What follows belongs to an exercise in optimizing a design on an open flow for small area, a short achievable clock period and few clock cycles per item; a production flow would make more cautious choices.
Function was checked by simulation only, so behaviour that the tests miss may differ from the original.

the reference run:
==> module avalon_accel, before the edit <==
module avalon_accel(
  input  clk,
  input  reset_n,
  input         avs_write,
  input  [31:0] avs_writedata,
  output [31:0] avs_readdata,
  input  [4:0]  avs_address,
  output        avm_write,
  output        avm_read,
  input         avm_waitrequest,
  output [31:0] avm_writedata,
  input  [31:0] avm_readdata,
  output [31:0] avm_address,
  output  irq
);
logic [31:0] R [0:7];
always_ff @(posedge clk or negedge reset_n)
  if (!reset_n)
    for (int i = 0; i < 8; i++)
      R[i] <= '0;
  else if (avs_write)
    R[avs_address[4:2]] <= avs_writedata;
assign avs_readdata = R[avs_address[4:2]];
wire ctrl_wr = avs_write && (avs_address[4:2] == 3'd7);
localparam [1:0] M_FILL = 2'd0, M_FULL = 2'd1, M_CT = 2'd2;
logic [1:0]   bmode;     
logic [1:0]   widx;      
logic         wlast;     
logic         bsingle;   
logic         csingle;   
logic         job;       
logic         done;      
logic         run;       
logic [4:0]   rc;        
logic [31:0]  rrem;      
logic         all_read;  
logic [29:0]  rd_addr, wr_addr;
logic [127:0] buff;
logic [127:0] st;
logic [127:0] key;
wire start = ctrl_wr && avs_writedata[0] && !job && !done;
wire clear = ctrl_wr && (avs_writedata == 32'd0);
wire ack      = !avm_waitrequest;
wire filling  = (bmode == M_FILL);
wire draining = (bmode == M_CT);
wire rd_req   = job && filling && !all_read;
wire rd_done  = rd_req && ack;
wire wr_done  = draining && ack;
wire dummy    = filling && all_read && widx[1];
wire shift    = rd_done || wr_done || dummy;
wire [127:0] s2, ct, k2;
present_rounds u_rounds (.s0(st), .k0(key), .rc(rc), .s2(s2), .k2(k2), .ct(ct));
wire cfin     = run && (rc == 5'd31);
wire pt_avail = (bmode == M_FULL);
wire load_pt  = pt_avail && (!run || cfin);
wire no_more  = all_read && filling && (widx == 2'd0);
wire ct_last  = cfin && no_more;
wire ct_to_b  = (cfin && pt_avail) || ct_last;
wire advance  = run && !cfin;
wire irq_set = job && all_read && !run && wlast && wr_done;
always_ff @(posedge clk or negedge reset_n)
  if (!reset_n) begin
    bmode    <= M_FILL;
    widx     <= 2'd0;
    wlast    <= 1'b0;
    job      <= 1'b0;
    done     <= 1'b0;
    run      <= 1'b0;
    all_read <= 1'b0;
  end else begin
    if (start) job <= 1'b1;
    else if (irq_set) job <= 1'b0;
    if (clear) done <= 1'b0;
    else if (irq_set) done <= 1'b1;
    if (start) all_read <= 1'b0;
    else if (rd_done && widx[0] && rrem == 32'd1) all_read <= 1'b1;
    if (load_pt) run <= 1'b1;
    else if (ct_last) run <= 1'b0;
    if (ct_to_b) wlast <= 1'b0;
    else if (wr_done) wlast <= !wlast && (widx == 2'd2 || (bsingle && widx == 2'd0));
    if (ct_to_b) begin
      bmode <= M_CT;
      widx  <= 2'd0;
    end else if (load_pt) begin
      bmode <= M_FILL;
      widx  <= 2'd0;
    end else if (shift) begin
      widx <= widx + 2'd1;
      if (filling && widx == 2'd3) bmode <= M_FULL;
      if (draining && wlast) begin
        bmode <= M_FILL;
        widx  <= 2'd0;
      end
    end
  end
always_ff @(posedge clk) begin
  if (start) begin
    rd_addr <= R[4][31:2];
    wr_addr <= R[5][31:2];
    rrem    <= R[6];
  end else begin
    if (rd_done) rd_addr <= rd_addr + 30'd1;
    if (wr_done) wr_addr <= wr_addr + 30'd1;
    if (rd_done && widx[0]) rrem <= rrem - 32'd1;
  end
  if (filling && shift && widx == 2'd3) bsingle <= dummy;
  else if (ct_to_b) bsingle <= csingle;
  if (load_pt) begin
    st      <= buff;
    key     <= {R[3], R[2], R[1], R[0]};
    rc      <= 5'd1;
    csingle <= bsingle;
  end else if (advance) begin
    st  <= s2;
    key <= k2;
    rc  <= rc + 5'd2;
  end
  if (ct_to_b) buff <= ct;
  else if (shift) buff <= {avm_readdata, buff[127:32]};
end
assign irq           = done || irq_set;
assign avm_read      = rd_req;
assign avm_write     = draining;
assign avm_address   = {draining ? wr_addr : rd_addr, 2'b00};
assign avm_writedata = buff[31:0];
endmodule
export LEC_CHECK = 0
export CAP_MARGIN = 20
export CORE_MARGIN = 2
export CORE_UTILIZATION = 40
export SETUP_SLACK_MARGIN = 1.7
export SLEW_MARGIN = 20
create_clock -name core_clock -period 5.0 [get_ports {clk}]
standard.sh (not shown) runs the stock make flow with config.mk's settings and CLKGATE_MAP_FILE= SYNTH_SCRIPT=/design/flow/synth_recipe.tcl, a recipe that flattens the netlist after the stock synthesis.
==> flow/flow/run.sh <==
#!/bin/bash
# The standard layout, with the input and output port buffers inserted as
# buf_4 cells instead of buffer_ports' default delay buffers.
set -euo pipefail
export BUFFER_PORTS_ARGS="-buffer_cell sky130_fd_sc_hd__buf_4"
bash standard.sh > standard.log 2>&1
The final layout from the reference run, which completed every stage, passed the timing, DRC and antenna checks at the end of the flow.
Testbench counts of the reference run, summed over its fixed seeds: cycles 8,822, blocks 799.
> inputs changed (the reference run -> the trial run)
--- a/flow/design.v
+++ b/flow/design.v
@@ -69,13 +69,12 @@
     R[avs_address[4:2]] <= avs_writedata;
 assign avs_readdata = R[avs_address[4:2]];
 wire ctrl_wr = avs_write && (avs_address[4:2] == 3'd7);
 localparam [1:0] M_FILL = 2'd0, M_FULL = 2'd1, M_CT = 2'd2;
 logic [1:0]   bmode;     
 logic [1:0]   widx;      
-logic         wlast;     
 logic         bsingle;   
 logic         csingle;   
 logic         job;       
 logic         done;      
 logic         run;       
 logic [4:0]   rc;        
@@ -92,27 +91,27 @@
 wire draining = (bmode == M_CT);
 wire rd_req   = job && filling && !all_read;
 wire rd_done  = rd_req && ack;
 wire wr_done  = draining && ack;
 wire dummy    = filling && all_read && widx[1];
 wire shift    = rd_done || wr_done || dummy;
+wire wr_last  = (widx == 2'd3) || (bsingle && widx == 2'd1);
 wire [127:0] s2, ct, k2;
 present_rounds u_rounds (.s0(st), .k0(key), .rc(rc), .s2(s2), .k2(k2), .ct(ct));
 wire cfin     = run && (rc == 5'd31);
 wire pt_avail = (bmode == M_FULL);
 wire load_pt  = pt_avail && (!run || cfin);
 wire no_more  = all_read && filling && (widx == 2'd0);
 wire ct_last  = cfin && no_more;
 wire ct_to_b  = (cfin && pt_avail) || ct_last;
 wire advance  = run && !cfin;
-wire irq_set = job && all_read && !run && wlast && wr_done;
+wire irq_set = job && wr_done && wr_last && all_read && !run;
 always_ff @(posedge clk or negedge reset_n)
   if (!reset_n) begin
     bmode    <= M_FILL;
     widx     <= 2'd0;
-    wlast    <= 1'b0;
     job      <= 1'b0;
     done     <= 1'b0;
     run      <= 1'b0;
     all_read <= 1'b0;
   end else begin
     if (start) job <= 1'b1;
@@ -120,24 +119,22 @@
     if (clear) done <= 1'b0;
     else if (irq_set) done <= 1'b1;
     if (start) all_read <= 1'b0;
     else if (rd_done && widx[0] && rrem == 32'd1) all_read <= 1'b1;
     if (load_pt) run <= 1'b1;
     else if (ct_last) run <= 1'b0;
-    if (ct_to_b) wlast <= 1'b0;
-    else if (wr_done) wlast <= !wlast && (widx == 2'd2 || (bsingle && widx == 2'd0));
     if (ct_to_b) begin
       bmode <= M_CT;
       widx  <= 2'd0;
     end else if (load_pt) begin
       bmode <= M_FILL;
       widx  <= 2'd0;
     end else if (shift) begin
       widx <= widx + 2'd1;
       if (filling && widx == 2'd3) bmode <= M_FULL;
-      if (draining && wlast) begin
+      if (draining && wr_last) begin
         bmode <= M_FILL;
         widx  <= 2'd0;
       end
     end
   end
 always_ff @(posedge clk) begin
### Flow results
The trial run vs the reference run, instance count: the trial run higher
Fraction of layout cells with a size suffix above 1: the trial run vs the reference run down 0.66 points
Diff the trial run and the reference run: clock period minus final worst setup slack higher in the trial run
The trial run vs the reference run: actual transition at the worst max-transition pin up in the trial run
Relative to the reference run, worst hold slack has gone up in the trial run.
Compared with the reference run, routed wire length in the trial run decreased by a few percent.
Looking at total met2 wirelength after detailed routing, the trial run sits 970 um below the reference run.
The trial run reports its highest routed metal layer as met5 while the reference run reports met4.
The trial run gives less non-clock buffer share of cell area than the reference run did.
On post-route clock period utilization: between the trial run and the reference run, it ends up lower for the reference run.
From the reference run to the trial run the numbers moved as follows: non-clock inverter total of the final layout rose 8.8%; clock buffer count in the final layout now sits higher.
Testbench counts of the trial run, summed over its fixed seeds: cycles 8,822, blocks 799.

## what the ideal ports hide
The results above use ideal ports. As a check the final layouts listed here were re-extracted and re-timed, cells and wires unchanged.
Step 1 assumes that a clkbuf_16 drives the clock port and a buf_2 every other input.
Step 2, shift: input delay + t, output delay - t, t = (earliest + latest rising clock arrival at the registers) / 2. This alone moves slack from input paths to output paths.
Slacks: ideal / step 1 / step 2; pairs: ideal / step 1.
| run | t (ns) | setup slack, ns | worst setup path at the end | clock arrival spread, ns | worst register clock-pin slew, ns |
|---|---|---|---|---|---|
| the reference run | 0.760 | 1.631 / 1.405 / 1.314 | input to register | 0.071 / 0.070 | 0.07 / 0.07 |
| the trial run | 0.728 | 1.484 / 1.415 / 1.392 | input to register | 0.023 / 0.024 | 0.07 / 0.07 |
After both steps setup and hold are still met in every run listed. The setup slack of the reference run, which loses most, moves by -0.226 ns with the drivers and by -0.317 ns with both steps.
